Source: an optimization exercise on an open RTL-to-GDS flow (aim: small area). Production flows keep margins and buffers that such runs may drop. The RTL was checked by simulation tests, not by an equivalence proof against the original design. Power and IR drop assume default switching activity.

## lane 1
// systolic_pe_array
module systolic_pe_array(clk,rst,load_wght,ifmap0,ifmap1,ifmap2,ifmap3,ifmap4,ifmap5,ifmap6,ifmap7,wght0,wght1,wght2,wght3,wght4,wght5,wght6,wght7,sum_in0,sum_in1,sum_in2,sum_in3,sum_in4,sum_in5,sum_in6,sum_in7,accum0,accum1,accum2,accum3,accum4,accum5,accum6,accum7);
input clk, rst, load_wght;
input [7:0] ifmap0, ifmap1, ifmap2, ifmap3, ifmap4, ifmap5, ifmap6, ifmap7;
input [7:0] wght0, wght1, wght2, wght3, wght4, wght5, wght6, wght7;
input [15:0] sum_in0, sum_in1, sum_in2, sum_in3, sum_in4, sum_in5, sum_in6, sum_in7;
output [15:0] accum0, accum1, accum2, accum3, accum4, accum5, accum6, accum7;
reg [4:0] cnt;
always @(posedge clk or posedge rst)
    if (rst) cnt <= 5'd0;
    else if (!cnt[4]) cnt <= cnt + 5'd1;
wire vld = cnt[4];
wire vld0 = cnt[4] | (&cnt[3:0]);
reg [7:0] w0_0, w0_1, w0_2, w0_3, w0_4, w0_5, w0_6, w0_7;
reg [7:0] w1_0, w1_1, w1_2, w1_3, w1_4, w1_5, w1_6, w1_7;
reg [7:0] w2_0, w2_1, w2_2, w2_3, w2_4, w2_5, w2_6, w2_7;
reg [7:0] w3_0, w3_1, w3_2, w3_3, w3_4, w3_5, w3_6, w3_7;
reg [7:0] w4_0, w4_1, w4_2, w4_3, w4_4, w4_5, w4_6, w4_7;
reg [7:0] w5_0, w5_1, w5_2, w5_3, w5_4, w5_5, w5_6, w5_7;
reg [7:0] w6_0, w6_1, w6_2, w6_3, w6_4, w6_5, w6_6, w6_7;
reg [7:0] w7_0, w7_1, w7_2, w7_3, w7_4, w7_5, w7_6, w7_7;
always @(posedge clk)
    if (rst) begin
        w0_0 <= 8'd0; w0_1 <= 8'd0; w0_2 <= 8'd0; w0_3 <= 8'd0; w0_4 <= 8'd0; w0_5 <= 8'd0; w0_6 <= 8'd0; w0_7 <= 8'd0;
        w1_0 <= 8'd0; w1_1 <= 8'd0; w1_2 <= 8'd0; w1_3 <= 8'd0; w1_4 <= 8'd0; w1_5 <= 8'd0; w1_6 <= 8'd0; w1_7 <= 8'd0;
        w2_0 <= 8'd0; w2_1 <= 8'd0; w2_2 <= 8'd0; w2_3 <= 8'd0; w2_4 <= 8'd0; w2_5 <= 8'd0; w2_6 <= 8'd0; w2_7 <= 8'd0;
        w3_0 <= 8'd0; w3_1 <= 8'd0; w3_2 <= 8'd0; w3_3 <= 8'd0; w3_4 <= 8'd0; w3_5 <= 8'd0; w3_6 <= 8'd0; w3_7 <= 8'd0;
        w4_0 <= 8'd0; w4_1 <= 8'd0; w4_2 <= 8'd0; w4_3 <= 8'd0; w4_4 <= 8'd0; w4_5 <= 8'd0; w4_6 <= 8'd0; w4_7 <= 8'd0;
        w5_0 <= 8'd0; w5_1 <= 8'd0; w5_2 <= 8'd0; w5_3 <= 8'd0; w5_4 <= 8'd0; w5_5 <= 8'd0; w5_6 <= 8'd0; w5_7 <= 8'd0;
  ...
clock: 5.5 ns
lec_check: 0
cap_margin: 20
core_margin: 2
core_utilization: 65
cts_buf_list: sky130_fd_sc_hd__clkbuf_16
cts_cluster_diameter: 80
cts_cluster_size: 30
gpl_timing_driven: 0
slew_margin: 20
standard.sh (not shown) runs the stock make flow with config.mk's settings and CLKGATE_MAP_FILE= SYNTH_SCRIPT=/design/flow/synth_recipe.tcl, a recipe that flattens the netlist after the stock synthesis.
==> flow/flow/run.sh <==
#!/bin/bash
set -euo pipefail
W=$PWD
export MY_FLOW_DIR=$W/flow
grep -q 'SYNTH_SCRIPT=' standard.sh
sed -e "s#SYNTH_SCRIPT=[^ ]*#SYNTH_SCRIPT=$W/flow/synth.tcl ADDER_MAP_FILE= 'BUFFER_PORTS_ARGS=-buffer_cell sky130_fd_sc_hd__buf_1' 'CTS_ARGS=-sink_clustering_enable -repair_clock_nets -dont_use_dummy_load -sink_clustering_size 30 -sink_clustering_max_diameter 80 -buf_list sky130_fd_sc_hd__clkbuf_16'#" standard.sh > my_standard.sh
bash my_standard.sh "$@" > flow_make.log 2>&1
Other scripts of this flow, unchanged in this note and not shown: flow/flow/cells_map.v, flow/flow/synth.tcl
Relative to lane 1, the following input files were edited for lane 2:
- CORE_UTILIZATION now 75, was 65
--- outcome ---
- Lane 1 reports its endpoint of the worst setup timing path as p1_6[9] while lane 2 reports p0_6[15].
- Going from lane 1 to lane 2, arrival time at the worst endpoint moved up, minimum clock period moved up, sequential power level.
- Lane 2 had finished all stages when the layout checks came back failing, citing antenna rules.
- Lane 2 vs lane 1, slowest library cell on the worst path: sky130_fd_sc_hd__dfxtp_2 vs sky130_fd_sc_hd__nor2b_1


## red
Another version of the RTL of systolic_pe_array (not shown whole).
Size: roughly 13000 cells after synthesis.
export LEC_CHECK = 0
export CAP_MARGIN = 10
export CORE_MARGIN = 2
export CORE_UTILIZATION = 65
export CTS_BUF_LIST = sky130_fd_sc_hd__clkbuf_16
export CTS_CLUSTER_DIAMETER = 80
export CTS_CLUSTER_SIZE = 30
export GPL_TIMING_DRIVEN = 0
export SLEW_MARGIN = 10
create_clock -name core_clock -period 5.5 [get_ports {clk}]
==> flow/flow/cells_map.v <==
// Maps the design's adder cells onto the library's adder cells.
module fa_cell(a, b, c, s, co);
input a, b, c;
output s, co;
sky130_fd_sc_hd__fa_1 _TECHMAP_REPLACE_ (.A(a), .B(b), .CIN(c), .SUM(s), .COUT(co));
endmodule

module ha_cell(a, b, s, co);
input a, b;
output s, co;
sky130_fd_sc_hd__ha_1 _TECHMAP_REPLACE_ (.A(a), .B(b), .SUM(s), .COUT(co));
endmodule

module bpp_n(one, two, a, b, neg, y);
input one, two, a, b, neg;
output y;
wire mn;
sky130_fd_sc_hd__a22oi_1 g0 (.A1(one), .A2(a), .B1(two), .B2(b), .Y(mn));
sky130_fd_sc_hd__xor2_1 g1 (.A(mn), .B(neg), .X(y));
endmodule

module bpp_p(one, two, a, b, neg, y);
input one, two, a, b, neg;
output y;
wire mn;
sky130_fd_sc_hd__a22oi_1 g0 (.A1(one), .A2(a), .B1(two), .B2(b), .Y(mn));
sky130_fd_sc_hd__xnor2_1 g1 (.A(mn), .B(neg), .Y(y));
endmodule

module bpp0_n(one, a, neg, y);
input one, a, neg;
output y;
wire mn;
sky130_fd_sc_hd__nand2_1 g0 (.A(one), .B(a), .Y(mn));
sky130_fd_sc_hd__xor2_1 g1 (.A(mn), .B(neg), .X(y));
endmodule

module bpp8_p(one, two, a, neg, y);
input one, two, a, neg;
output y;
wire mn;
sky130_fd_sc_hd__o21ai_1 g0 (.A1(one), .A2(two), .B1(a), .Y(mn));
sky130_fd_sc_hd__xnor2_1 g1 (.A(mn), .B(neg), .Y(y));
endmodule

module bpp0_p(one, a, neg, y);
input one, a, neg;
output y;
wire mn;
sky130_fd_sc_hd__nand2_1 g0 (.A(one), .B(a), .Y(mn));
sky130_fd_sc_hd__xnor2_1 g1 (.A(mn), .B(neg), .Y(y));
endmodule

module bpp8_n(one, two, a, neg, y);
input one, two, a, neg;
output y;
wire mn;
sky130_fd_sc_hd__o21ai_1 g0 (.A1(one), .A2(two), .B1(a), .Y(mn));
sky130_fd_sc_hd__xor2_1 g1 (.A(mn), .B(neg), .X(y));
endmodule
==> flow/flow/synth.tcl <==
# The standard synthesis (synth_recipe.tcl), except:
#  - before the first synth call, the design's fa_cell/ha_cell instances become the library's
#    full/half adder cells (cells_map.v), so the adder trees keep the structure the RTL gives;
#  - synth's fine step skips its generic "abc -fast".
# Registers are untouched, so they keep the standard synthesis's names and cell types.
set ::my_mapped 0
proc synth {args} {
  if {!$::my_mapped} {
    set ::my_mapped 1
    yosys techmap -map $::env(MY_FLOW_DIR)/cells_map.v
    yosys hierarchy -top $::env(DESIGN_NAME)
  }
  if {[lsearch -exact $args "fine:"] >= 0} {
    yosys synth -nofsm -noshare -noabc {*}$args
  } else {
    yosys synth -nofsm -noshare {*}$args
  }
}
source $::env(SCRIPTS_DIR)/synth.tcl
# left out here: clear keep_hierarchy, flatten, clean up, hide names made inside functions, write 1_2_yosys.v
Scripts as last shown in full above: flow/flow/run.sh
Inputs modified between red and blue:
- CAP_MARGIN: 10 -> 20
- CTS_CLUSTER_SIZE: 30 -> 34
- SLEW_MARGIN: 10 -> 20
==> flow/flow/run.sh <==
#!/bin/bash
set -euo pipefail
W=$PWD
export MY_FLOW_DIR=$W/flow
grep -q 'SYNTH_SCRIPT=' standard.sh
sed -e "s#SYNTH_SCRIPT=[^ ]*#SYNTH_SCRIPT=$W/flow/synth.tcl ADDER_MAP_FILE= 'BUFFER_PORTS_ARGS=-buffer_cell sky130_fd_sc_hd__buf_1' 'CTS_ARGS=-sink_clustering_enable -repair_clock_nets -dont_use_dummy_load -sink_clustering_size 34 -sink_clustering_max_diameter 80 -buf_list sky130_fd_sc_hd__clkbuf_16'#" standard.sh > my_standard.sh
bash my_standard.sh "$@" > flow_make.log 2>&1
### Flow results
- Register-to-register slack, red and blue, higher one = blue.
- As of blue, via count had fallen slightly compared to red.
- A master of the slowest instance on the critical path of dfxtp_2 is what red shows, while o22ai_2 belongs to blue.
- Compared to red, blue has maximum frequency 0.42% higher.
- Status: average routed wire per standard cell parity (red, blue)

==> re-timing with driven ports <==
How much do the figures lean on ideal ports? The routed layouts below were timed once more, with nothing changed but the port constraints.
Step 1 assumes that a clkbuf_16 drives the clock port and a buf_2 every other input.
Step 2 adds t to the input delays and takes it off the output delays; t is the mean of the earliest and latest rising clock arrival at the registers after step 1. Input paths then give back, and output paths get back, about the clock's delay inside the block.
Slacks: ideal ports / drivers / drivers and shift; pairs: ideal ports / drivers.
run | t, ns | slack for setup (ns) | worst hold slack (ns) | latest minus earliest clock arrival (ns)
lane 1 | 0.962 | 0.205 / 0.205 / 0.205 | 0.263 / 0.191 / 0.282 | 0.125 / 0.124
lane 2 | 0.922 | 0.124 / 0.124 / 0.124 | 0.283 / 0.233 / 0.283 | 0.116 / 0.117
red | 0.931 | 0.163 / 0.163 / -0.627 | 0.292 / 0.219 / 0.292 | 0.118 / 0.119
blue | 0.909 | 0.186 / 0.186 / -0.528 | 0.289 / 0.229 / 0.289 | 0.137 / 0.138
Met with ideal ports but missed after step 2: setup timing in red and blue. For red, which loses most, drivers alone change the setup slack by 0.000 ns; drivers and shift together by -0.790 ns.
